What follows belongs to an exercise in optimizing a design on an open flow for small area, a short achievable clock period and few clock cycles per item; a production flow would make more cautious choices. No functional check of the RTL was part of this run.

===== flow/design.v =====
module bmul (
    input wire [15:0] a,
    input wire [13:0] b,
    input wire neg,
    input wire [15:0] ea,
    input wire [8:0] eb,
    output wire [15:0] p
);
    wire [14:0] be = {b, 1'b0};
    wire [16:0] ae = {a[15], a};
    wire n0 = be[2] ^ neg;
    wire o0 = be[1] ^ be[0];
    wire t0 = (be[2] & ~be[1] & ~be[0]) | (~be[2] & be[1] & be[0]);
    wire p0_0 = (o0 & ae[0]) ^ n0;
    wire p0_1 = ((o0 & ae[1]) | (t0 & ae[0])) ^ n0;
    wire p0_2 = ((o0 & ae[2]) | (t0 & ae[1])) ^ n0;
    wire p0_3 = ((o0 & ae[3]) | (t0 & ae[2])) ^ n0;
    wire p0_4 = ((o0 & ae[4]) | (t0 & ae[3])) ^ n0;
    wire p0_5 = ((o0 & ae[5]) | (t0 & ae[4])) ^ n0;
    wire p0_6 = ((o0 & ae[6]) | (t0 & ae[5])) ^ n0;
    wire p0_7 = ((o0 & ae[7]) | (t0 & ae[6])) ^ n0;
    wire p0_8 = ((o0 & ae[8]) | (t0 & ae[7])) ^ n0;
    wire p0_9 = ((o0 & ae[9]) | (t0 & ae[8])) ^ n0;
    wire p0_10 = ((o0 & ae[10]) | (t0 & ae[9])) ^ n0;
    wire p0_11 = ((o0 & ae[11]) | (t0 & ae[10])) ^ n0;
    wire p0_12 = ((o0 & ae[12]) | (t0 & ae[11])) ^ n0;
    wire p0_13 = ((o0 & ae[13]) | (t0 & ae[12])) ^ n0;
    wire p0_14 = ((o0 & ae[14]) | (t0 & ae[13])) ^ n0;
    wire p0_15 = ((o0 & ae[15]) | (t0 & ae[14])) ^ n0;
    wire p0_16 = ~(((o0 & ae[16]) | (t0 & ae[15])) ^ n0);
    wire n1 = be[4] ^ neg;
    wire o1 = be[3] ^ be[2];
    wire t1 = (be[4] & ~be[3] & ~be[2]) | (~be[4] & be[3] & be[2]);
    wire p1_0 = (o1 & ae[0]) ^ n1;
    wire p1_1 = ((o1 & ae[1]) | (t1 & ae[0])) ^ n1;
    wire p1_2 = ((o1 & ae[2]) | (t1 & ae[1])) ^ n1;
    wire p1_3 = ((o1 & ae[3]) | (t1 & ae[2])) ^ n1;
    wire p1_4 = ((o1 & ae[4]) | (t1 & ae[3])) ^ n1;
    wire p1_5 = ((o1 & ae[5]) | (t1 & ae[4])) ^ n1;
    wire p1_6 = ((o1 & ae[6]) | (t1 & ae[5])) ^ n1;
    wire p1_7 = ((o1 & ae[7]) | (t1 & ae[6])) ^ n1;
    wire p1_8 = ((o1 & ae[8]) | (t1 & ae[7])) ^ n1;
    wire p1_9 = ((o1 & ae[9]) | (t1 & ae[8])) ^ n1;
    wire p1_10 = ((o1 & ae[10]) | (t1 & ae[9])) ^ n1;
    wire p1_11 = ((o1 & ae[11]) | (t1 & ae[10])) ^ n1;
    wire p1_12 = ((o1 & ae[12]) | (t1 & ae[11])) ^ n1;
    wire p1_13 = ((o1 & ae[13]) | (t1 & ae[12])) ^ n1;
    wire p1_14 = ((o1 & ae[14]) | (t1 & ae[13])) ^ n1;
    wire p1_15 = ((o1 & ae[15]) | (t1 & ae[14])) ^ n1;
    wire p1_16 = ~(((o1 & ae[16]) | (t1 & ae[15])) ^ n1);
    wire n2 = be[6] ^ neg;
    wire o2 = be[5] ^ be[4];
    wire t2 = (be[6] & ~be[5] & ~be[4]) | (~be[6] & be[5] & be[4]);
    wire p2_0 = (o2 & ae[0]) ^ n2;
    wire p2_1 = ((o2 & ae[1]) | (t2 & ae[0])) ^ n2;
    wire p2_2 = ((o2 & ae[2]) | (t2 & ae[1])) ^ n2;
    wire p2_3 = ((o2 & ae[3]) | (t2 & ae[2])) ^ n2;
    wire p2_4 = ((o2 & ae[4]) | (t2 & ae[3])) ^ n2;
    wire p2_5 = ((o2 & ae[5]) | (t2 & ae[4])) ^ n2;
    wire p2_6 = ((o2 & ae[6]) | (t2 & ae[5])) ^ n2;
    wire p2_7 = ((o2 & ae[7]) | (t2 & ae[6])) ^ n2;
    wire p2_8 = ((o2 & ae[8]) | (t2 & ae[7])) ^ n2;
    wire p2_9 = ((o2 & ae[9]) | (t2 & ae[8])) ^ n2;
    wire p2_10 = ((o2 & ae[10]) | (t2 & ae[9])) ^ n2;
    wire p2_11 = ((o2 & ae[11]) | (t2 & ae[10])) ^ n2;
    wire p2_12 = ((o2 & ae[12]) | (t2 & ae[11])) ^ n2;
    wire p2_13 = ((o2 & ae[13]) | (t2 & ae[12])) ^ n2;
    wire p2_14 = ((o2 & ae[14]) | (t2 & ae[13])) ^ n2;
    wire p2_15 = ((o2 & ae[15]) | (t2 & ae[14])) ^ n2;
    wire p2_16 = ~(((o2 & ae[16]) | (t2 & ae[15])) ^ n2);
    wire n3 = be[8] ^ neg;
    wire o3 = be[7] ^ be[6];
    wire t3 = (be[8] & ~be[7] & ~be[6]) | (~be[8] & be[7] & be[6]);
    wire p3_0 = (o3 & ae[0]) ^ n3;
    wire p3_1 = ((o3 & ae[1]) | (t3 & ae[0])) ^ n3;
    wire p3_2 = ((o3 & ae[2]) | (t3 & ae[1])) ^ n3;
    wire p3_3 = ((o3 & ae[3]) | (t3 & ae[2])) ^ n3;
    wire p3_4 = ((o3 & ae[4]) | (t3 & ae[3])) ^ n3;
    wire p3_5 = ((o3 & ae[5]) | (t3 & ae[4])) ^ n3;
    wire p3_6 = ((o3 & ae[6]) | (t3 & ae[5])) ^ n3;
    wire p3_7 = ((o3 & ae[7]) | (t3 & ae[6])) ^ n3;
    wire p3_8 = ((o3 & ae[8]) | (t3 & ae[7])) ^ n3;
    wire p3_9 = ((o3 & ae[9]) | (t3 & ae[8])) ^ n3;
    wire p3_10 = ((o3 & ae[10]) | (t3 & ae[9])) ^ n3;
    wire p3_11 = ((o3 & ae[11]) | (t3 & ae[10])) ^ n3;
    wire p3_12 = ((o3 & ae[12]) | (t3 & ae[11])) ^ n3;
    wire p3_13 = ((o3 & ae[13]) | (t3 & ae[12])) ^ n3;
    wire p3_14 = ((o3 & ae[14]) | (t3 & ae[13])) ^ n3;
    wire p3_15 = ((o3 & ae[15]) | (t3 & ae[14])) ^ n3;
    wire p3_16 = ~(((o3 & ae[16]) | (t3 & ae[15])) ^ n3);
    wire n4 = be[10] ^ neg;
    wire o4 = be[9] ^ be[8];
    wire t4 = (be[10] & ~be[9] & ~be[8]) | (~be[10] & be[9] & be[8]);
    wire p4_0 = (o4 & ae[0]) ^ n4;
    wire p4_1 = ((o4 & ae[1]) | (t4 & ae[0])) ^ n4;
    wire p4_2 = ((o4 & ae[2]) | (t4 & ae[1])) ^ n4;
    wire p4_3 = ((o4 & ae[3]) | (t4 & ae[2])) ^ n4;
    wire p4_4 = ((o4 & ae[4]) | (t4 & ae[3])) ^ n4;
    wire p4_5 = ((o4 & ae[5]) | (t4 & ae[4])) ^ n4;
    wire p4_6 = ((o4 & ae[6]) | (t4 & ae[5])) ^ n4;
    wire p4_7 = ((o4 & ae[7]) | (t4 & ae[6])) ^ n4;
    wire p4_8 = ((o4 & ae[8]) | (t4 & ae[7])) ^ n4;
    wire p4_9 = ((o4 & ae[9]) | (t4 & ae[8])) ^ n4;
    wire p4_10 = ((o4 & ae[10]) | (t4 & ae[9])) ^ n4;
    wire p4_11 = ((o4 & ae[11]) | (t4 & ae[10])) ^ n4;
    wire p4_12 = ((o4 & ae[12]) | (t4 & ae[11])) ^ n4;
    wire p4_13 = ((o4 & ae[13]) | (t4 & ae[12])) ^ n4;
    wire p4_14 = ((o4 & ae[14]) | (t4 & ae[13])) ^ n4;
    wire p4_15 = ((o4 & ae[15]) | (t4 & ae[14])) ^ n4;
    wire p4_16 = ~(((o4 & ae[16]) | (t4 & ae[15])) ^ n4);
    wire n5 = be[12] ^ neg;
    wire o5 = be[11] ^ be[10];
    wire t5 = (be[12] & ~be[11] & ~be[10]) | (~be[12] & be[11] & be[10]);
    wire p5_0 = (o5 & ae[0]) ^ n5;
    wire p5_1 = ((o5 & ae[1]) | (t5 & ae[0])) ^ n5;
    wire p5_2 = ((o5 & ae[2]) | (t5 & ae[1])) ^ n5;
    wire p5_3 = ((o5 & ae[3]) | (t5 & ae[2])) ^ n5;
    wire p5_4 = ((o5 & ae[4]) | (t5 & ae[3])) ^ n5;
    wire p5_5 = ((o5 & ae[5]) | (t5 & ae[4])) ^ n5;
    wire p5_6 = ((o5 & ae[6]) | (t5 & ae[5])) ^ n5;
    wire p5_7 = ((o5 & ae[7]) | (t5 & ae[6])) ^ n5;
    wire p5_8 = ((o5 & ae[8]) | (t5 & ae[7])) ^ n5;
    wire p5_9 = ((o5 & ae[9]) | (t5 & ae[8])) ^ n5;
    wire p5_10 = ((o5 & ae[10]) | (t5 & ae[9])) ^ n5;
    wire p5_11 = ((o5 & ae[11]) | (t5 & ae[10])) ^ n5;
    wire p5_12 = ((o5 & ae[12]) | (t5 & ae[11])) ^ n5;
    wire p5_13 = ((o5 & ae[13]) | (t5 & ae[12])) ^ n5;
    wire p5_14 = ((o5 & ae[14]) | (t5 & ae[13])) ^ n5;
    wire p5_15 = ((o5 & ae[15]) | (t5 & ae[14])) ^ n5;
    wire p5_16 = ~(((o5 & ae[16]) | (t5 & ae[15])) ^ n5);
    wire n6 = be[14] ^ neg;
    wire o6 = be[13] ^ be[12];
    wire t6 = (be[14] & ~be[13] & ~be[12]) | (~be[14] & be[13] & be[12]);
    wire p6_0 = (o6 & ae[0]) ^ n6;
    wire p6_1 = ((o6 & ae[1]) | (t6 & ae[0])) ^ n6;
    wire p6_2 = ((o6 & ae[2]) | (t6 & ae[1])) ^ n6;
    wire p6_3 = ((o6 & ae[3]) | (t6 & ae[2])) ^ n6;
    wire p6_4 = ((o6 & ae[4]) | (t6 & ae[3])) ^ n6;
    wire p6_5 = ((o6 & ae[5]) | (t6 & ae[4])) ^ n6;
    wire p6_6 = ((o6 & ae[6]) | (t6 & ae[5])) ^ n6;
    wire p6_7 = ((o6 & ae[7]) | (t6 & ae[6])) ^ n6;
    wire p6_8 = ((o6 & ae[8]) | (t6 & ae[7])) ^ n6;
    wire p6_9 = ((o6 & ae[9]) | (t6 & ae[8])) ^ n6;
    wire p6_10 = ((o6 & ae[10]) | (t6 & ae[9])) ^ n6;
    wire p6_11 = ((o6 & ae[11]) | (t6 & ae[10])) ^ n6;
    wire p6_12 = ((o6 & ae[12]) | (t6 & ae[11])) ^ n6;
    wire p6_13 = ((o6 & ae[13]) | (t6 & ae[12])) ^ n6;
    wire p6_14 = ((o6 & ae[14]) | (t6 & ae[13])) ^ n6;
    wire w1 = ea[1] ^ eb[1];
    wire w2 = ea[1] & eb[1];
    wire w3 = ea[2] ^ eb[2];
    wire w4 = ea[2] & eb[2];
    wire w5 = ea[3] ^ eb[3];
    wire w6 = ea[3] & eb[3];
    wire w7 = ea[4] ^ eb[4];
    wire w8 = ea[4] & eb[4];
    wire w9 = ea[5] ^ eb[5] ^ 1'b1;
    wire w10 = (ea[5] & eb[5]) | (ea[5] & 1'b1) | (eb[5] & 1'b1);
    wire w11 = ea[6] ^ eb[6];
    wire w12 = ea[6] & eb[6];
    wire w13 = n5 ^ p0_10;
    wire w14 = n5 & p0_10;
    wire w15 = ea[0] ^ eb[0] ^ p0_11;
    wire w16 = (ea[0] & eb[0]) | (ea[0] & p0_11) | (eb[0] & p0_11);
    wire w17 = p1_9 ^ p2_7;
    wire w18 = p1_9 & p2_7;
    wire w19 = n6 ^ w1 ^ p0_12;
    wire w20 = (n6 & w1) | (n6 & p0_12) | (w1 & p0_12);
    wire w21 = p1_10 ^ p2_8 ^ p3_6;
    wire w22 = (p1_10 & p2_8) | (p1_10 & p3_6) | (p2_8 & p3_6);
    wire w23 = p4_4 ^ p5_2;
    wire w24 = p4_4 & p5_2;
    wire w25 = w2 ^ w3 ^ p0_13;
    wire w26 = (w2 & w3) | (w2 & p0_13) | (w3 & p0_13);
    wire w27 = p1_11 ^ p2_9 ^ p3_7;
    wire w28 = (p1_11 & p2_9) | (p1_11 & p3_7) | (p2_9 & p3_7);
    wire w29 = p4_5 ^ p5_3 ^ p6_1;
    wire w30 = (p4_5 & p5_3) | (p4_5 & p6_1) | (p5_3 & p6_1);
    wire w31 = w4 ^ w5 ^ p0_14;
    wire w32 = (w4 & w5) | (w4 & p0_14) | (w5 & p0_14);
    wire w33 = p1_12 ^ p2_10 ^ p3_8;
    wire w34 = (p1_12 & p2_10) | (p1_12 & p3_8) | (p2_10 & p3_8);
    wire w35 = p4_6 ^ p5_4 ^ p6_2;
    wire w36 = (p4_6 & p5_4) | (p4_6 & p6_2) | (p5_4 & p6_2);
    wire w37 = w6 ^ w7 ^ p0_15;
    wire w38 = (w6 & w7) | (w6 & p0_15) | (w7 & p0_15);
    wire w39 = p1_13 ^ p2_11 ^ p3_9;
    wire w40 = (p1_13 & p2_11) | (p1_13 & p3_9) | (p2_11 & p3_9);
    wire w41 = p4_7 ^ p5_5 ^ p6_3;
    wire w42 = (p4_7 & p5_5) | (p4_7 & p6_3) | (p5_5 & p6_3);
    wire w43 = w8 ^ p0_16 ^ p1_14;
    wire w44 = (w8 & p0_16) | (w8 & p1_14) | (p0_16 & p1_14);
    wire w45 = p2_12 ^ p3_10 ^ p4_8;
    wire w46 = (p2_12 & p3_10) | (p2_12 & p4_8) | (p3_10 & p4_8);
    wire w47 = p5_6 ^ p6_4 ^ w9;
    wire w48 = (p5_6 & p6_4) | (p5_6 & w9) | (p6_4 & w9);
    wire w49 = 1'b1 ^ w11 ^ p1_15;
    wire w50 = (1'b1 & w11) | (1'b1 & p1_15) | (w11 & p1_15);
    wire w51 = p2_13 ^ p3_11 ^ p4_9;
    wire w52 = (p2_13 & p3_11) | (p2_13 & p4_9) | (p3_11 & p4_9);
    wire w53 = p5_7 ^ p6_5 ^ w10;
    wire w54 = (p5_7 & p6_5) | (p5_7 & w10) | (p6_5 & w10);
    wire w55 = ea[7] ^ eb[7] ^ w12;
    wire w56 = (ea[7] & eb[7]) | (ea[7] & w12) | (eb[7] & w12);
    wire w57 = p1_16 ^ p2_14 ^ p3_12;
    wire w58 = (p1_16 & p2_14) | (p1_16 & p3_12) | (p2_14 & p3_12);
    wire w59 = p4_10 ^ p5_8 ^ p6_6;
    wire w60 = (p4_10 & p5_8) | (p4_10 & p6_6) | (p5_8 & p6_6);
    wire w61 = ea[8] ^ eb[8] ^ 1'b1;
    wire w62 = (ea[8] & eb[8]) | (ea[8] & 1'b1) | (eb[8] & 1'b1);
    wire w63 = p2_15 ^ p3_13 ^ p4_11;
    wire w64 = (p2_15 & p3_13) | (p2_15 & p4_11) | (p3_13 & p4_11);
    wire w65 = p5_9 ^ p6_7;
    wire w66 = p5_9 & p6_7;
    wire w67 = ea[9] ^ p2_16 ^ p3_14;
    wire w68 = (ea[9] & p2_16) | (ea[9] & p3_14) | (p2_16 & p3_14);
    wire w69 = p4_12 ^ p5_10;
    wire w70 = p4_12 & p5_10;
    wire w71 = ea[10] ^ 1'b1 ^ p3_15;
    wire w72 = (ea[10] & 1'b1) | (ea[10] & p3_15) | (1'b1 & p3_15);
    wire w73 = n3 ^ p0_6;
    wire w74 = n3 & p0_6;
    wire w75 = p0_7 ^ p1_5;
    wire w76 = p0_7 & p1_5;
    wire w77 = n4 ^ p0_8 ^ p1_6;
    wire w78 = (n4 & p0_8) | (n4 & p1_6) | (p0_8 & p1_6);
    wire w79 = p2_4 ^ p3_2;
    wire w80 = p2_4 & p3_2;
    wire w81 = p0_9 ^ p1_7 ^ p2_5;
    wire w82 = (p0_9 & p1_7) | (p0_9 & p2_5) | (p1_7 & p2_5);
    wire w83 = p3_3 ^ p4_1;
    wire w84 = p3_3 & p4_1;
    wire w85 = p1_8 ^ p2_6 ^ p3_4;
    wire w86 = (p1_8 & p2_6) | (p1_8 & p3_4) | (p2_6 & p3_4);
    wire w87 = p4_2 ^ p5_0 ^ w13;
    wire w88 = (p4_2 & p5_0) | (p4_2 & w13) | (p5_0 & w13);
    wire w89 = p3_5 ^ p4_3 ^ p5_1;
    wire w90 = (p3_5 & p4_3) | (p3_5 & p5_1) | (p4_3 & p5_1);
    wire w91 = w14 ^ w17 ^ w15;
    wire w92 = (w14 & w17) | (w14 & w15) | (w17 & w15);
    wire w93 = p6_0 ^ w18 ^ w23;
    wire w94 = (p6_0 & w18) | (p6_0 & w23) | (w18 & w23);
    wire w95 = w16 ^ w19 ^ w21;
    wire w96 = (w16 & w19) | (w16 & w21) | (w19 & w21);
    wire w97 = w24 ^ w20 ^ w22;
    wire w98 = (w24 & w20) | (w24 & w22) | (w20 & w22);
    wire w99 = w25 ^ w27 ^ w29;
    wire w100 = (w25 & w27) | (w25 & w29) | (w27 & w29);
    wire w101 = w26 ^ w28 ^ w30;
    wire w102 = (w26 & w28) | (w26 & w30) | (w28 & w30);
    wire w103 = w31 ^ w33 ^ w35;
    wire w104 = (w31 & w33) | (w31 & w35) | (w33 & w35);
    wire w105 = w32 ^ w34 ^ w36;
    wire w106 = (w32 & w34) | (w32 & w36) | (w34 & w36);
    wire w107 = w37 ^ w39 ^ w41;
    wire w108 = (w37 & w39) | (w37 & w41) | (w39 & w41);
    wire w109 = w38 ^ w40 ^ w42;
    wire w110 = (w38 & w40) | (w38 & w42) | (w40 & w42);
    wire w111 = w43 ^ w45 ^ w47;
    wire w112 = (w43 & w45) | (w43 & w47) | (w45 & w47);
    wire w113 = w44 ^ w46 ^ w49;
    wire w114 = (w44 & w46) | (w44 & w49) | (w46 & w49);
    wire w115 = w51 ^ w48 ^ w53;
    wire w116 = (w51 & w48) | (w51 & w53) | (w48 & w53);
    wire w117 = w55 ^ w50 ^ w52;
    wire w118 = (w55 & w50) | (w55 & w52) | (w50 & w52);
    wire w119 = w57 ^ w59 ^ w54;
    wire w120 = (w57 & w59) | (w57 & w54) | (w59 & w54);
    wire w121 = w61 ^ w65 ^ w56;
    wire w122 = (w61 & w65) | (w61 & w56) | (w65 & w56);
    wire w123 = w58 ^ w60 ^ w63;
    wire w124 = (w58 & w60) | (w58 & w63) | (w60 & w63);
    wire w125 = p6_8 ^ w62 ^ w66;
    wire w126 = (p6_8 & w62) | (p6_8 & w66) | (w62 & w66);
    wire w127 = w69 ^ w64 ^ w67;
    wire w128 = (w69 & w64) | (w69 & w67) | (w64 & w67);
    wire w129 = p4_13 ^ p5_11 ^ p6_9;
    wire w130 = (p4_13 & p5_11) | (p4_13 & p6_9) | (p5_11 & p6_9);
    wire w131 = w70 ^ w68 ^ w71;
    wire w132 = (w70 & w68) | (w70 & w71) | (w68 & w71);
    wire w133 = ea[11] ^ p3_16 ^ p4_14;
    wire w134 = (ea[11] & p3_16) | (ea[11] & p4_14) | (p3_16 & p4_14);
    wire w135 = p5_12 ^ p6_10 ^ w72;
    wire w136 = (p5_12 & p6_10) | (p5_12 & w72) | (p6_10 & w72);
    wire w137 = ea[12] ^ 1'b1 ^ p4_15;
    wire w138 = (ea[12] & 1'b1) | (ea[12] & p4_15) | (1'b1 & p4_15);
    wire w139 = p5_13 ^ p6_11;
    wire w140 = p5_13 & p6_11;
    wire w141 = ea[13] ^ p4_16 ^ p5_14;
    wire w142 = (ea[13] & p4_16) | (ea[13] & p5_14) | (p4_16 & p5_14);
    wire w143 = ea[14] ^ 1'b1;
    wire w144 = ea[14] & 1'b1;
    wire w145 = ~ea[15] ^ 1'b1;
    wire w146 = ~ea[15] & 1'b1;
    wire w147 = n2 ^ p0_4;
    wire w148 = n2 & p0_4;
    wire w149 = p0_5 ^ p1_3;
    wire w150 = p0_5 & p1_3;
    wire w151 = p1_4 ^ p2_2 ^ p3_0;
    wire w152 = (p1_4 & p2_2) | (p1_4 & p3_0) | (p2_2 & p3_0);
    wire w153 = p2_3 ^ p3_1 ^ w74;
    wire w154 = (p2_3 & p3_1) | (p2_3 & w74) | (p3_1 & w74);
    wire w155 = p4_0 ^ w76 ^ w79;
    wire w156 = (p4_0 & w76) | (p4_0 & w79) | (w76 & w79);
    wire w157 = w80 ^ w83 ^ w78;
    wire w158 = (w80 & w83) | (w80 & w78) | (w83 & w78);
    wire w159 = w84 ^ w82 ^ w85;
    wire w160 = (w84 & w82) | (w84 & w85) | (w82 & w85);
    wire w161 = w86 ^ w89 ^ w88;
    wire w162 = (w86 & w89) | (w86 & w88) | (w89 & w88);
    wire w163 = w90 ^ w93 ^ w92;
    wire w164 = (w90 & w93) | (w90 & w92) | (w93 & w92);
    wire w165 = w94 ^ w96 ^ w97;
    wire w166 = (w94 & w96) | (w94 & w97) | (w96 & w97);
    wire w167 = w98 ^ w100 ^ w101;
    wire w168 = (w98 & w100) | (w98 & w101) | (w100 & w101);
    wire w169 = w102 ^ w104 ^ w105;
    wire w170 = (w102 & w104) | (w102 & w105) | (w104 & w105);
    wire w171 = w106 ^ w108 ^ w109;
    wire w172 = (w106 & w108) | (w106 & w109) | (w108 & w109);
    wire w173 = w110 ^ w113 ^ w112;
    wire w174 = (w110 & w113) | (w110 & w112) | (w113 & w112);
    wire w175 = w114 ^ w117 ^ w116;
    wire w176 = (w114 & w117) | (w114 & w116) | (w117 & w116);
    wire w177 = w121 ^ w118 ^ w123;
    wire w178 = (w121 & w118) | (w121 & w123) | (w118 & w123);
    wire w179 = w125 ^ w122 ^ w124;
    wire w180 = (w125 & w122) | (w125 & w124) | (w122 & w124);
    wire w181 = w129 ^ w126 ^ w128;
    wire w182 = (w129 & w126) | (w129 & w128) | (w126 & w128);
    wire w183 = w130 ^ w133 ^ w132;
    wire w184 = (w130 & w133) | (w130 & w132) | (w133 & w132);
    wire w185 = w139 ^ w134 ^ w137;
    wire w186 = (w139 & w134) | (w139 & w137) | (w134 & w137);
    wire w187 = p6_12 ^ w140 ^ w138;
    wire w188 = (p6_12 & w140) | (p6_12 & w138) | (w140 & w138);
    wire w189 = w143 ^ p5_15 ^ p6_13;
    wire w190 = (w143 & p5_15) | (w143 & p6_13) | (p5_15 & p6_13);
    wire w191 = w144 ^ w145 ^ p5_16;
    wire w192 = (w144 & w145) | (w144 & p5_16) | (w145 & p5_16);
    wire w193 = n1 ^ p0_2;
    wire w194 = n1 & p0_2;
    wire w195 = p0_3 ^ p1_1;
    wire w196 = p0_3 & p1_1;
    wire w197 = p1_2 ^ p2_0 ^ w147;
    wire w198 = (p1_2 & p2_0) | (p1_2 & w147) | (p2_0 & w147);
    wire w199 = p2_1 ^ w148 ^ w149;
    wire w200 = (p2_1 & w148) | (p2_1 & w149) | (w148 & w149);
    wire w201 = w150 ^ w73 ^ w151;
    wire w202 = (w150 & w73) | (w150 & w151) | (w73 & w151);
    wire w203 = w75 ^ w152 ^ w153;
    wire w204 = (w75 & w152) | (w75 & w153) | (w152 & w153);
    wire w205 = w77 ^ w154 ^ w155;
    wire w206 = (w77 & w154) | (w77 & w155) | (w154 & w155);
    wire w207 = w81 ^ w156 ^ w157;
    wire w208 = (w81 & w156) | (w81 & w157) | (w156 & w157);
    wire w209 = w87 ^ w158 ^ w159;
    wire w210 = (w87 & w158) | (w87 & w159) | (w158 & w159);
    wire w211 = w160 ^ w91 ^ w161;
    wire w212 = (w160 & w91) | (w160 & w161) | (w91 & w161);
    wire w213 = w95 ^ w162 ^ w163;
    wire w214 = (w95 & w162) | (w95 & w163) | (w162 & w163);
    wire w215 = w99 ^ w164 ^ w165;
    wire w216 = (w99 & w164) | (w99 & w165) | (w164 & w165);
    wire w217 = w103 ^ w166 ^ w167;
    wire w218 = (w103 & w166) | (w103 & w167) | (w166 & w167);
    wire w219 = w107 ^ w168 ^ w169;
    wire w220 = (w107 & w168) | (w107 & w169) | (w168 & w169);
    wire w221 = w111 ^ w170 ^ w171;
    wire w222 = (w111 & w170) | (w111 & w171) | (w170 & w171);
    wire w223 = w115 ^ w172 ^ w173;
    wire w224 = (w115 & w172) | (w115 & w173) | (w172 & w173);
    wire w225 = w119 ^ w174 ^ w175;
    wire w226 = (w119 & w174) | (w119 & w175) | (w174 & w175);
    wire w227 = w120 ^ w177 ^ w176;
    wire w228 = (w120 & w177) | (w120 & w176) | (w177 & w176);
    wire w229 = w127 ^ w178 ^ w179;
    wire w230 = (w127 & w178) | (w127 & w179) | (w178 & w179);
    wire w231 = w131 ^ w180 ^ w181;
    wire w232 = (w131 & w180) | (w131 & w181) | (w180 & w181);
    wire w233 = w135 ^ w182 ^ w183;
    wire w234 = (w135 & w182) | (w135 & w183) | (w182 & w183);
    wire w235 = w185 ^ w136 ^ w184;
    wire w236 = (w185 & w136) | (w185 & w184) | (w136 & w184);
    wire w237 = w141 ^ w186 ^ w187;
    wire w238 = (w141 & w186) | (w141 & w187) | (w186 & w187);
    wire w239 = w189 ^ w142 ^ w188;
    wire w240 = (w189 & w142) | (w189 & w188) | (w142 & w188);
    wire w241 = p6_14 ^ w190 ^ w191;
    wire w242 = (p6_14 & w190) | (p6_14 & w191) | (w190 & w191);
    wire [26:0] sx = {w240, w238, w236, w234, w232, w230, w228, w226, w224, w222, w220, w218, w216, w214, w212, w210, w208, w206, w204, w202, w200, w198, w196, w194, w193, p0_1, n0};
    wire [26:0] sy = {w241, w239, w237, w235, w233, w231, w229, w227, w225, w223, w221, w219, w217, w215, w213, w211, w209, w207, w205, w203, w201, w199, w197, w195, p1_0, 1'b0, p0_0};
    wire [26:0] sum = sx + sy;
    assign p = sum[26:11];
endmodule
module pre85 (
    input wire [14:0] X2,
    output wire [9:0] u1
);
    wire w1 = X2[0] ^ X2[2];
    wire w2 = X2[0] & X2[2];
    wire w3 = X2[1] ^ X2[3];
    wire w4 = X2[1] & X2[3];
    wire w5 = X2[2] ^ X2[4];
    wire w6 = X2[2] & X2[4];
    wire w7 = X2[3] ^ X2[5];
    wire w8 = X2[3] & X2[5];
    wire w9 = X2[4] ^ X2[6];
    wire w10 = X2[4] & X2[6];
    wire w11 = X2[5] ^ X2[7];
    wire w12 = X2[5] & X2[7];
    wire w13 = X2[6] ^ X2[8];
    wire w14 = X2[6] & X2[8];
    wire w15 = X2[7] ^ X2[9];
    wire w16 = X2[7] & X2[9];
    wire w17 = X2[8] ^ X2[10];
    wire w18 = X2[8] & X2[10];
    wire w19 = X2[0] ^ X2[2];
    wire w20 = X2[0] & X2[2];
    wire w21 = X2[1] ^ X2[3];
    wire w22 = X2[1] & X2[3];
    wire w23 = X2[4] ^ X2[6] ^ X2[0];
    wire w24 = (X2[4] & X2[6]) | (X2[4] & X2[0]) | (X2[6] & X2[0]);
    wire w25 = X2[5] ^ X2[7] ^ w2;
    wire w26 = (X2[5] & X2[7]) | (X2[5] & w2) | (X2[7] & w2);
    wire w27 = X2[6] ^ X2[8] ^ w4;
    wire w28 = (X2[6] & X2[8]) | (X2[6] & w4) | (X2[8] & w4);
    wire w29 = X2[7] ^ X2[9] ^ w6;
    wire w30 = (X2[7] & X2[9]) | (X2[7] & w6) | (X2[9] & w6);
    wire w31 = X2[8] ^ X2[10] ^ w8;
    wire w32 = (X2[8] & X2[10]) | (X2[8] & w8) | (X2[10] & w8);
    wire w33 = X2[9] ^ X2[11] ^ w10;
    wire w34 = (X2[9] & X2[11]) | (X2[9] & w10) | (X2[11] & w10);
    wire w35 = X2[10] ^ X2[12] ^ w12;
    wire w36 = (X2[10] & X2[12]) | (X2[10] & w12) | (X2[12] & w12);
    wire w37 = X2[11] ^ X2[13] ^ w14;
    wire w38 = (X2[11] & X2[13]) | (X2[11] & w14) | (X2[13] & w14);
    wire w39 = X2[12] ^ X2[14] ^ w16;
    wire w40 = (X2[12] & X2[14]) | (X2[12] & w16) | (X2[14] & w16);
    wire w41 = X2[9] ^ X2[11] ^ X2[13];
    wire w42 = (X2[9] & X2[11]) | (X2[9] & X2[13]) | (X2[11] & X2[13]);
    wire w43 = X2[10] ^ X2[12];
    wire w44 = X2[10] & X2[12];
    wire w45 = X2[0] ^ X2[2];
    wire w46 = X2[0] & X2[2];
    wire w47 = X2[1] ^ X2[3];
    wire w48 = X2[1] & X2[3];
    wire w49 = X2[4] ^ X2[0] ^ w19;
    wire w50 = (X2[4] & X2[0]) | (X2[4] & w19) | (X2[0] & w19);
    wire w51 = X2[5] ^ w20 ^ w21;
    wire w52 = (X2[5] & w20) | (X2[5] & w21) | (w20 & w21);
    wire w53 = w22 ^ w1 ^ w23;
    wire w54 = (w22 & w1) | (w22 & w23) | (w1 & w23);
    wire w55 = w3 ^ w24 ^ w25;
    wire w56 = (w3 & w24) | (w3 & w25) | (w24 & w25);
    wire w57 = w5 ^ w26 ^ w27;
    wire w58 = (w5 & w26) | (w5 & w27) | (w26 & w27);
    wire w59 = w7 ^ w28 ^ w29;
    wire w60 = (w7 & w28) | (w7 & w29) | (w28 & w29);
    wire w61 = w9 ^ w30 ^ w31;
    wire w62 = (w9 & w30) | (w9 & w31) | (w30 & w31);
    wire w63 = w11 ^ w32 ^ w33;
    wire w64 = (w11 & w32) | (w11 & w33) | (w32 & w33);
    wire w65 = w13 ^ w34 ^ w35;
    wire w66 = (w13 & w34) | (w13 & w35) | (w34 & w35);
    wire w67 = w15 ^ w36 ^ w37;
    wire w68 = (w15 & w36) | (w15 & w37) | (w36 & w37);
    wire w69 = w17 ^ w38 ^ w39;
    wire w70 = (w17 & w38) | (w17 & w39) | (w38 & w39);
    wire w71 = w18 ^ w41 ^ w40;
    wire w72 = (w18 & w41) | (w18 & w40) | (w41 & w40);
    wire w73 = X2[14] ^ w43 ^ w42;
    wire w74 = (X2[14] & w43) | (X2[14] & w42) | (w43 & w42);
    wire w75 = X2[11] ^ X2[13] ^ w44;
    wire w76 = (X2[11] & X2[13]) | (X2[11] & w44) | (X2[13] & w44);
    wire w77 = X2[12] ^ X2[14];
    wire w78 = X2[12] & X2[14];
    wire w79 = X2[0] & X2[0];
    wire w80 = X2[0] ^ X2[0];
    wire w81 = w45 & X2[0];
    wire w82 = w45 ^ X2[0];
    wire w83 = w46 & w47;
    wire w84 = w46 ^ w47;
    wire w85 = w48 & w49;
    wire w86 = w48 ^ w49;
    wire w87 = w50 & w51;
    wire w88 = w50 ^ w51;
    wire w89 = w52 & w53;
    wire w90 = w52 ^ w53;
    wire w91 = w54 & w55;
    wire w92 = w54 ^ w55;
    wire w93 = w56 & w57;
    wire w94 = w56 ^ w57;
    wire w95 = w58 & w59;
    wire w96 = w58 ^ w59;
    wire w97 = w60 & w61;
    wire w98 = w60 ^ w61;
    wire w99 = w62 & w63;
    wire w100 = w62 ^ w63;
    wire w101 = w64 & w65;
    wire w102 = w64 ^ w65;
    wire w103 = w66 & w67;
    wire w104 = w66 ^ w67;
    wire w105 = w68 & w69;
    wire w106 = w68 ^ w69;
    wire w107 = w70 & w71;
    wire w108 = w70 ^ w71;
    wire w109 = w72 & w73;
    wire w110 = w72 ^ w73;
    wire w111 = w74 & w75;
    wire w112 = w74 ^ w75;
    wire w113 = w76 & w77;
    wire w114 = w76 ^ w77;
    wire w115 = w78 & X2[13];
    wire w116 = w78 ^ X2[13];
    wire w117 = X2[1] & w79;
    wire w118 = w83 | (w84 & w81);
    wire w119 = w84 & w82;
    wire w120 = w87 | (w88 & w85);
    wire w121 = w88 & w86;
    wire w122 = w91 | (w92 & w89);
    wire w123 = w92 & w90;
    wire w124 = w95 | (w96 & w93);
    wire w125 = w96 & w94;
    wire w126 = w99 | (w100 & w97);
    wire w127 = w100 & w98;
    wire w128 = w103 | (w104 & w101);
    wire w129 = w104 & w102;
    wire w130 = w107 | (w108 & w105);
    wire w131 = w108 & w106;
    wire w132 = w111 | (w112 & w109);
    wire w133 = w112 & w110;
    wire w134 = w115 | (w116 & w113);
    wire w135 = w116 & w114;
    wire w136 = w81 | (w82 & w117);
    wire w137 = w118 | (w119 & w117);
    wire w138 = w89 | (w90 & w120);
    wire w139 = w90 & w121;
    wire w140 = w122 | (w123 & w120);
    wire w141 = w123 & w121;
    wire w142 = w97 | (w98 & w124);
    wire w143 = w98 & w125;
    wire w144 = w126 | (w127 & w124);
    wire w145 = w127 & w125;
    wire w146 = w105 | (w106 & w128);
    wire w147 = w106 & w129;
    wire w148 = w130 | (w131 & w128);
    wire w149 = w131 & w129;
    wire w150 = w113 | (w114 & w132);
    wire w151 = w114 & w133;
    wire w152 = w134 | (w135 & w132);
    wire w153 = w135 & w133;
    wire w154 = w85 | (w86 & w137);
    wire w155 = w120 | (w121 & w137);
    wire w156 = w138 | (w139 & w137);
    wire w157 = w140 | (w141 & w137);
    wire w158 = w101 | (w102 & w144);
    wire w159 = w102 & w145;
    wire w160 = w128 | (w129 & w144);
    wire w161 = w129 & w145;
    wire w162 = w146 | (w147 & w144);
    wire w163 = w147 & w145;
    wire w164 = w148 | (w149 & w144);
    wire w165 = w149 & w145;
    wire w166 = X2[14] & w152;
    wire w167 = X2[14] & w153;
    wire w168 = w93 | (w94 & w157);
    wire w169 = w124 | (w125 & w157);
    wire w170 = w142 | (w143 & w157);
    wire w171 = w144 | (w145 & w157);
    wire w172 = w158 | (w159 & w157);
    wire w173 = w160 | (w161 & w157);
    wire w174 = w162 | (w163 & w157);
    wire w175 = w164 | (w165 & w157);
    wire w176 = w109 | (w110 & w175);
    wire w177 = w132 | (w133 & w175);
    wire w178 = w150 | (w151 & w175);
    wire w179 = w152 | (w153 & w175);
    wire w180 = w166 | (w167 & w175);
    wire w181 = w100 ^ w170;
    wire w182 = w102 ^ w171;
    wire w183 = w104 ^ w172;
    wire w184 = w106 ^ w173;
    wire w185 = w108 ^ w174;
    wire w186 = w110 ^ w175;
    wire w187 = w112 ^ w176;
    wire w188 = w114 ^ w177;
    wire w189 = w116 ^ w178;
    wire w190 = X2[14] ^ w179;
    assign u1 = {w190, w189, w188, w187, w186, w185, w184, w183, w182, w181};
endmodule
module pre2 (
    input wire [13:0] T,
    input wire s,
    output wire [8:0] q
);
    wire [13:0] Tn = T ^ {14{~s}};
    wire sx = ~s & Tn[13];
    wire m3 = ~s & Tn[0];
    wire m4 = s ? T[0] : Tn[1];
    wire m5 = s ? T[1] : Tn[2];
    wire m6 = s ? T[2] : Tn[3];
    wire m7 = s ? T[3] : Tn[4];
    wire m8 = s ? T[4] : Tn[5];
    wire m9 = s ? T[5] : Tn[6];
    wire m10 = s ? T[6] : Tn[7];
    wire m11 = s ? T[7] : Tn[8];
    wire m12 = s ? T[8] : Tn[9];
    wire m13 = s ? T[9] : Tn[10];
    wire m14 = s ? T[10] : Tn[11];
    wire m15 = s ? T[11] : Tn[12];
    wire m16 = s ? T[12] : Tn[13];
    wire m17 = s ? T[13] : sx;
    wire w1 = s ^ ~s;
    wire w2 = s & ~s;
    wire w3 = s ^ m4;
    wire w4 = s & m4;
    wire w5 = s ^ m5;
    wire w6 = s & m5;
    wire w7 = s ^ m6;
    wire w8 = s & m6;
    wire w9 = s ^ m7;
    wire w10 = s & m7;
    wire w11 = s ^ m8;
    wire w12 = s & m8;
    wire w13 = s ^ ~s;
    wire w14 = s & ~s;
    wire w15 = s ^ Tn[1];
    wire w16 = s & Tn[1];
    wire w17 = s ^ Tn[2];
    wire w18 = s & Tn[2];
    wire w19 = m3 ^ Tn[3] ^ w1;
    wire w20 = (m3 & Tn[3]) | (m3 & w1) | (Tn[3] & w1);
    wire w21 = Tn[4] ^ w2 ^ w3;
    wire w22 = (Tn[4] & w2) | (Tn[4] & w3) | (w2 & w3);
    wire w23 = Tn[5] ^ w4 ^ w5;
    wire w24 = (Tn[5] & w4) | (Tn[5] & w5) | (w4 & w5);
    wire w25 = Tn[6] ^ w6 ^ w7;
    wire w26 = (Tn[6] & w6) | (Tn[6] & w7) | (w6 & w7);
    wire w27 = Tn[7] ^ w8 ^ w9;
    wire w28 = (Tn[7] & w8) | (Tn[7] & w9) | (w8 & w9);
    wire w29 = Tn[8] ^ w10 ^ w11;
    wire w30 = (Tn[8] & w10) | (Tn[8] & w11) | (w10 & w11);
    wire w31 = m9 ^ Tn[9] ^ w12;
    wire w32 = (m9 & Tn[9]) | (m9 & w12) | (Tn[9] & w12);
    wire w33 = m10 ^ Tn[10];
    wire w34 = m10 & Tn[10];
    wire w35 = m11 ^ Tn[11];
    wire w36 = m11 & Tn[11];
    wire w37 = m12 ^ Tn[12];
    wire w38 = m12 & Tn[12];
    wire w39 = m13 ^ Tn[13];
    wire w40 = m13 & Tn[13];
    wire w41 = m14 ^ sx;
    wire w42 = m14 & sx;
    wire w43 = m15 ^ sx;
    wire w44 = m15 & sx;
    wire w45 = m16 ^ sx;
    wire w46 = m16 & sx;
    wire w47 = m17 ^ sx;
    wire w48 = m17 & sx;
    wire w49 = w13 & Tn[0];
    wire w50 = w13 ^ Tn[0];
    wire w51 = w14 & w15;
    wire w52 = w14 ^ w15;
    wire w53 = w16 & w17;
    wire w54 = w16 ^ w17;
    wire w55 = w18 & w19;
    wire w56 = w18 ^ w19;
    wire w57 = w20 & w21;
    wire w58 = w20 ^ w21;
    wire w59 = w22 & w23;
    wire w60 = w22 ^ w23;
    wire w61 = w24 & w25;
    wire w62 = w24 ^ w25;
    wire w63 = w26 & w27;
    wire w64 = w26 ^ w27;
    wire w65 = w28 & w29;
    wire w66 = w28 ^ w29;
    wire w67 = w30 & w31;
    wire w68 = w30 ^ w31;
    wire w69 = w32 & w33;
    wire w70 = w32 ^ w33;
    wire w71 = w34 & w35;
    wire w72 = w34 ^ w35;
    wire w73 = w36 & w37;
    wire w74 = w36 ^ w37;
    wire w75 = w38 & w39;
    wire w76 = w38 ^ w39;
    wire w77 = w40 & w41;
    wire w78 = w40 ^ w41;
    wire w79 = w42 & w43;
    wire w80 = w42 ^ w43;
    wire w81 = w44 & w45;
    wire w82 = w44 ^ w45;
    wire w83 = w46 & w47;
    wire w84 = w46 ^ w47;
    wire w85 = w51 | (w52 & w49);
    wire w86 = w55 | (w56 & w53);
    wire w87 = w56 & w54;
    wire w88 = w59 | (w60 & w57);
    wire w89 = w60 & w58;
    wire w90 = w63 | (w64 & w61);
    wire w91 = w64 & w62;
    wire w92 = w67 | (w68 & w65);
    wire w93 = w68 & w66;
    wire w94 = w71 | (w72 & w69);
    wire w95 = w72 & w70;
    wire w96 = w75 | (w76 & w73);
    wire w97 = w76 & w74;
    wire w98 = w79 | (w80 & w77);
    wire w99 = w80 & w78;
    wire w100 = w83 | (w84 & w81);
    wire w101 = w84 & w82;
    wire w102 = w53 | (w54 & w85);
    wire w103 = w86 | (w87 & w85);
    wire w104 = w61 | (w62 & w88);
    wire w105 = w62 & w89;
    wire w106 = w90 | (w91 & w88);
    wire w107 = w91 & w89;
    wire w108 = w69 | (w70 & w92);
    wire w109 = w70 & w93;
    wire w110 = w94 | (w95 & w92);
    wire w111 = w95 & w93;
    wire w112 = w77 | (w78 & w96);
    wire w113 = w78 & w97;
    wire w114 = w98 | (w99 & w96);
    wire w115 = w99 & w97;
    wire w116 = w57 | (w58 & w103);
    wire w117 = w88 | (w89 & w103);
    wire w118 = w104 | (w105 & w103);
    wire w119 = w106 | (w107 & w103);
    wire w120 = w73 | (w74 & w110);
    wire w121 = w74 & w111;
    wire w122 = w96 | (w97 & w110);
    wire w123 = w97 & w111;
    wire w124 = w112 | (w113 & w110);
    wire w125 = w113 & w111;
    wire w126 = w114 | (w115 & w110);
    wire w127 = w115 & w111;
    wire w128 = w65 | (w66 & w119);
    wire w129 = w92 | (w93 & w119);
    wire w130 = w108 | (w109 & w119);
    wire w131 = w110 | (w111 & w119);
    wire w132 = w120 | (w121 & w119);
    wire w133 = w122 | (w123 & w119);
    wire w134 = w124 | (w125 & w119);
    wire w135 = w126 | (w127 & w119);
    wire w136 = w81 | (w82 & w135);
    wire w137 = w100 | (w101 & w135);
    wire w138 = w68 ^ w128;
    wire w139 = w70 ^ w129;
    wire w140 = w72 ^ w130;
    wire w141 = w74 ^ w131;
    wire w142 = w76 ^ w132;
    wire w143 = w78 ^ w133;
    wire w144 = w80 ^ w134;
    wire w145 = w82 ^ w135;
    wire w146 = w84 ^ w136;
    assign q = {w146, w145, w144, w143, w142, w141, w140, w139, w138};
endmodule
module main (
    input wire [15:0] v, x,
    input wire clk, reset, start,
    output wire done,
    output wire [15:0] final_result
);
    reg [5:0] p;
    reg done_r;
    reg [14:0] X2;
    reg [13:0] T;
    reg [15:0] F;
    wire [9:0] u1;
    pre85 p85 (.X2(X2), .u1(u1));
    wire [8:0] a23;
    pre2 p23 (.T(T), .s(p[2]), .q(a23));
    wire [8:0] t9 = T[8:0];
    wire k1 = (t9 != 9'd0), k2 = (t9 >= 9'd90), k3 = (t9 >= 9'd179);
    wire k4 = (t9 >= 9'd268), k5 = (t9 >= 9'd357), k6 = (t9 >= 9'd446);
    wire [2:0] a4 = {k4, (k2 & ~k4) | k6, (k1 & ~k2) | (k3 & ~k4) | (k5 & ~k6)};
    wire [13:0] ra = p[1] ? 14'd2048 : F[13:0];
    wire [13:0] rb = p[1] ? {1'b1, ~X2[14:1]} : T;
    wire [14:0] rc;
    wire [13:0] acc_n;
    assign rc[0] = p[1] & ~X2[0];
    genvar i;
    generate
        for (i = 0; i < 14; i = i + 1) begin : rip
            assign acc_n[i] = ra[i] ^ rb[i] ^ rc[i];
            assign rc[i+1] = (ra[i] & rb[i]) | (ra[i] & rc[i]) | (rb[i] & rc[i]);
        end
    endgenerate
    wire [13:0] B = ({14{p[0]}} & x[13:0]) | ({14{p[1]}} & {4'b0, u1}) |
                    ({14{p[2] | p[3]}} & {5'b0, a23}) | ({14{p[4]}} & {11'b0, a4}) |
                    ({14{p[5]}} & F[13:0]);
    wire [15:0] A = ({16{p[0]}} & {{2{x[13]}}, x[13:0]}) | ({16{p[5]}} & v) |
                    ({16{~p[0] & ~p[5]}} & {1'b0, X2});
    wire [15:0] ea = {16{p[4]}} & {{2{F[13]}}, F[13:0]};
    wire [8:0] eb = {9{p[4]}} & T[8:0];
    wire [15:0] P;
    bmul mul (.a(A), .b(B), .neg(p[2] | p[4]), .ea(ea), .eb(eb), .p(P));
    always @(posedge clk) begin
        if (reset) begin
            p <= 6'b000001;
            done_r <= 1'b0;
        end else begin
            if (p[0]) begin
                if (start) begin p <= 6'b000010; done_r <= 1'b0; end
            end else begin
                p <= {p[4:0], p[5]};
                if (p[5]) done_r <= 1'b1;
            end
        end
    end
    always @(posedge clk) begin
        if (p[0]) X2 <= P[14:0];
        T <= P[13:0];
        if (p[4] | p[5]) F <= P;
        else if (!p[0]) F[13:0] <= acc_n;
    end
    assign done = done_r;
    assign final_result = F;
endmodule

===== flow/run.sh =====
#!/bin/bash
# synth_recipe.tcl (not shown) runs the flow's synth.tcl, then flattens the netlist and writes it again
# the make line also repeats each setting of config.mk as NAME=value (left out here)
make -C /OpenROAD-flow-scripts/flow DESIGN_CONFIG=/design/flow/config.mk WORK_HOME=/design/flow/orfs CLKGATE_MAP_FILE= SYNTH_SCRIPT=/design/flow/synth_recipe.tcl finish

===== flow/config.mk =====
export PLATFORM = sky130hd
export DESIGN_NAME = main
export DESIGN_NICKNAME = main
export VERILOG_FILES = /design/flow/design.v
export SDC_FILE = /design/flow/constraint.sdc
export NUM_CORES = 4
export LEC_CHECK = 0
export ABC_AREA = 1
export CAP_MARGIN = 20
export CORE_MARGIN = 2
export CORE_UTILIZATION = 40
export SETUP_SLACK_MARGIN = 5
export SLEW_MARGIN = 20

===== flow/constraint.sdc =====
create_clock -name core_clock -period 13.0 [get_ports {clk}]
set_input_delay 2.6000 -clock core_clock [delete_from_list [all_inputs] [get_ports {clk}]]
set_output_delay 2.6000 -clock core_clock [all_outputs]
set_load 0.01 [all_outputs]

==> results.txt <==
flip-flops by register name, summed over array words and instances (netlist names):
signal	count
F	16
X2	15
T	14
p	6
done_r	1
per-layer routing:
layer  vias up  GRT usage
met5         -          0
met4         0     0.0875
met3       111     0.0312
met2       524      0.428
met1      5883      0.366
li1       5706          -
how the worst min path moves through the flow:
stage	end	slack [ns]	depth (start not counted)
floorplan	p[4]	0.45	2
global placement	done_r	0.46	2
detailed placement	done_r	0.47	2
CTS	done_r	0.48	2
global route	done_r	0.53	2
finish	done_r	0.48	2
layout make-up:
class / instances / area, µm² / share of cell area
Inverter: 358 / 1380 / 0.0903
Timing Repair inverter: 1 / 7.51 / 0.000493
Sequential cell: 52 / 1350 / 0.0887
Clock buffer: 7 / 143 / 0.00936
Tap cell: 396 / 495 / 0.0325
Timing Repair Buffer: 127 / 1170 / 0.0766
Clock inverter: 1 / 7.51 / 0.000493
Multi-Input combinational cell: 1300 / 10700 / 0.701
cells in the final DEF, fill, tap and decap left out, types with 21 or more instances in the layout:
cell type	synthesis	layout
nand2_1	421	378
inv_1	342	299
fa_1	136	121
nand3_1	117	105
xor2_1	104	96
ha_1	108	91
nor2_1	91	68
buf_4	5	63
o22ai_1	56	56
inv_2	14	49
clkdlybuf4s50_1	0	49
a21oi_1	72	45
o21ai_0	56	41
nand2_2	10	34
edfxtp_1	31	31
dfxtp_1	21	21
a21oi_2	1	21
worst max-delay path, delay by kind of cell, from the launching register on:
| family | cells | cell delay, ns |
|---|---|---|
| adders and majority gates | 10 | 4.10 |
| buffers and inverters | 10 | 0.84 |
| xor gates and xnor gates | 2 | 0.46 |
| and+or+nand+nor | 14 | 1.15 |
| AOI/OAI and AO/OA | 6 | 0.79 |
| DFF | 1 | 0.57 |
repair_timing:
item                                   4_1_cts  5_1_grt
setup endpoints to repair                   45       43
pin swaps                                   61       83
gates resized for setup                    155      173
gates cloned                                 1        0
hold buffers                                 0        0
endpoints found under the hold margin        0        0
buffers inserted                            36       21
cell families (layout without fill, tap and decap cells):
kind of cell / Yosys count / after routing / synth area share
flip-flops: 52 / 52 / 0.108
buffers and inverters: 407 / 494 / 0.128
AO/OA/AOI/OAI: 229 / 229 / 0.108
AND/OR/NAND/NOR: 710 / 710 / 0.244
XOR/XNOR: 115 / 115 / 0.0858
multiplexers: 2 / 2 / 0.00159
adder cells (fa/ha/maj): 244 / 244 / 0.324
through the flow:
step / cells / setup WS (ns) / area, µm² / hold slack, ns / util
2_1_floorplan: 1759 / 5.38 / 12600 / 0.453 / -
3_3_place_gp: 2176 / 3.53 / 13400 / 0.457 / 0.437
3_5_place_dp: 2176 / 3.50 / 13400 / 0.472 / 0.437
4_1_cts: 2221 / 4.89 / 14500 / 0.483 / 0.471
5_1_grt: 2242 / 4.43 / 15200 / 0.527 / 0.495
6_report: 2242 / 4.83 / 15200 / 0.478 / 0.495
==> results.cfg <==
[die]
fp-row-count = 64
initial_utilization = 0.409
dieWidth_um = 181
die-area_mm2 = 0.0329
io_pins = 52
core-area_mm2 = 0.0307
die_height_um = 181

[timing]
fin_tns_setup_ns = 0
fin_worst_skew_ns = 0.00941
fin_crit_ns = 8.17
setup_viol = 0
max_freq_ghz = 0.122
rsz0062_at_grt = yes
slew_headroom = 0.284
hold_viol_final = 0
min_period_over_period = 0.629
worstMarginPinSlew_ns = 1.07
slew_viol_final = 0

[critical_path]
r2r-end = F[15]
arrival_ns = 8.21
r2r_start = X2[2]
critPathLaunchType = flop
cp_slowest_stage_delay_ns = 0.57
crit_path_end = F[15]
worst_setup_path_end_kind = flop
cp_slowest_cell = edfxtp_1
crit_start = X2[2]
r2r_slack_ns = 4.83
critPathMaxFanout = 5
critical_path_required_ns = 13.04
crit_path_frequent_cell = nand2_1
r2r.worst_path.cells = 42
critPathKind = flop to flop

[place]
port_buffers = 49
place_congestion = 0.919
dp_hpwl_um = 34500

[drt]
vias = 12224
drtAntennaViolNets = 0
wl_met3_um = 3030
drt_iter0_drc = 925
via_per_inst = 5.45
wl_um = 44100
met2WireLength_um = 20100
highest_layer = met4
wl_met1_um = 19200
wl_per_cell_um = 19.7
drt_pass1_iterations = 5
drcViolationCount = 0

[yosys]
synth_edf_count = 31
synth_fp_nets = 2038
synth-seq-cells = 52
synth-async-reset-ratio = 0
netlist_instances = 1759
yosysSeqAreaShare = 0.108
synth_top_area_frac = 0.217
syn-cell-area_mm2 = 0.0126
synth_area_leaders = fa_1 22%, nand2_1 13%, ha_1 11%
ys_types = 55
synthFlopType = edfxtp_1
syn_area_per_cell_um2 = 7.15
synth_most_common_cell = nand2_1
synthTopCellsByCount = 421 x nand2_1, 342 x inv_1, 136 x fa_1
yosys_warnings = 1
yosysTopAreaCell = fa_1

[clock_network]
ctsHtreeMaxLevel = 2
cts_tree = built
clock_latency_ns = 0.30
cts_sinks = 52
clk_pin_slew_ns = 0.08
clock_path_buffers = 2
cts_buffers = 5
cts_root_buf = clkbuf_16

[global_route]
gr-total-overflow = 0
grt_max_degree = 38
grt_use_total = 0.264
antenna_found_initial = 0
grt_pass1_vias = 11674
grt_pass1_wl_um = 67100

[job]
cap_violations = 0

[min_path]
holdCritPathClass = flop to flop
hp-start = done_r

[cells_and_area]
drive_above_1_share = 0.200
area_growth_pct = 21.2
antennaDiodeCount = 0
nFillCells = 3034
nets = 2124

[run_status]
status = no timing/DRC/antenna violations

re-timing with driven ports:
The results above use ideal ports. As a check the final layout listed here was re-extracted and re-timed, cells and wires unchanged. Step 1 (the two cells are an assumption about what drives the block):
set clk [get_ports {clk}]
set_driving_cell -lib_cell sky130_fd_sc_hd__clkbuf_16 $clk
set_driving_cell -lib_cell sky130_fd_sc_hd__buf_2 [delete_from_list [all_inputs] $clk]
Step 2 also shifts input and output timing later by t, the mid clock arrival at the registers, as if the neighbouring blocks saw the same clock. a / b / c = ideal ports / drivers / drivers and shift; a / b = the first two.
shift t [ns]: 0.327
setup WS [ns]: 4.826 / 4.826 / 4.574
latest minus earliest clock arrival (ns): 0.009 / 0.010
worst slew at a driven data input, ns: 0.06
pins driven straight from the clock port: 1
After both steps setup and hold are still met in this run. For this run, drivers alone change the setup slack by 0.000 ns; drivers and shift together by -0.252 ns.
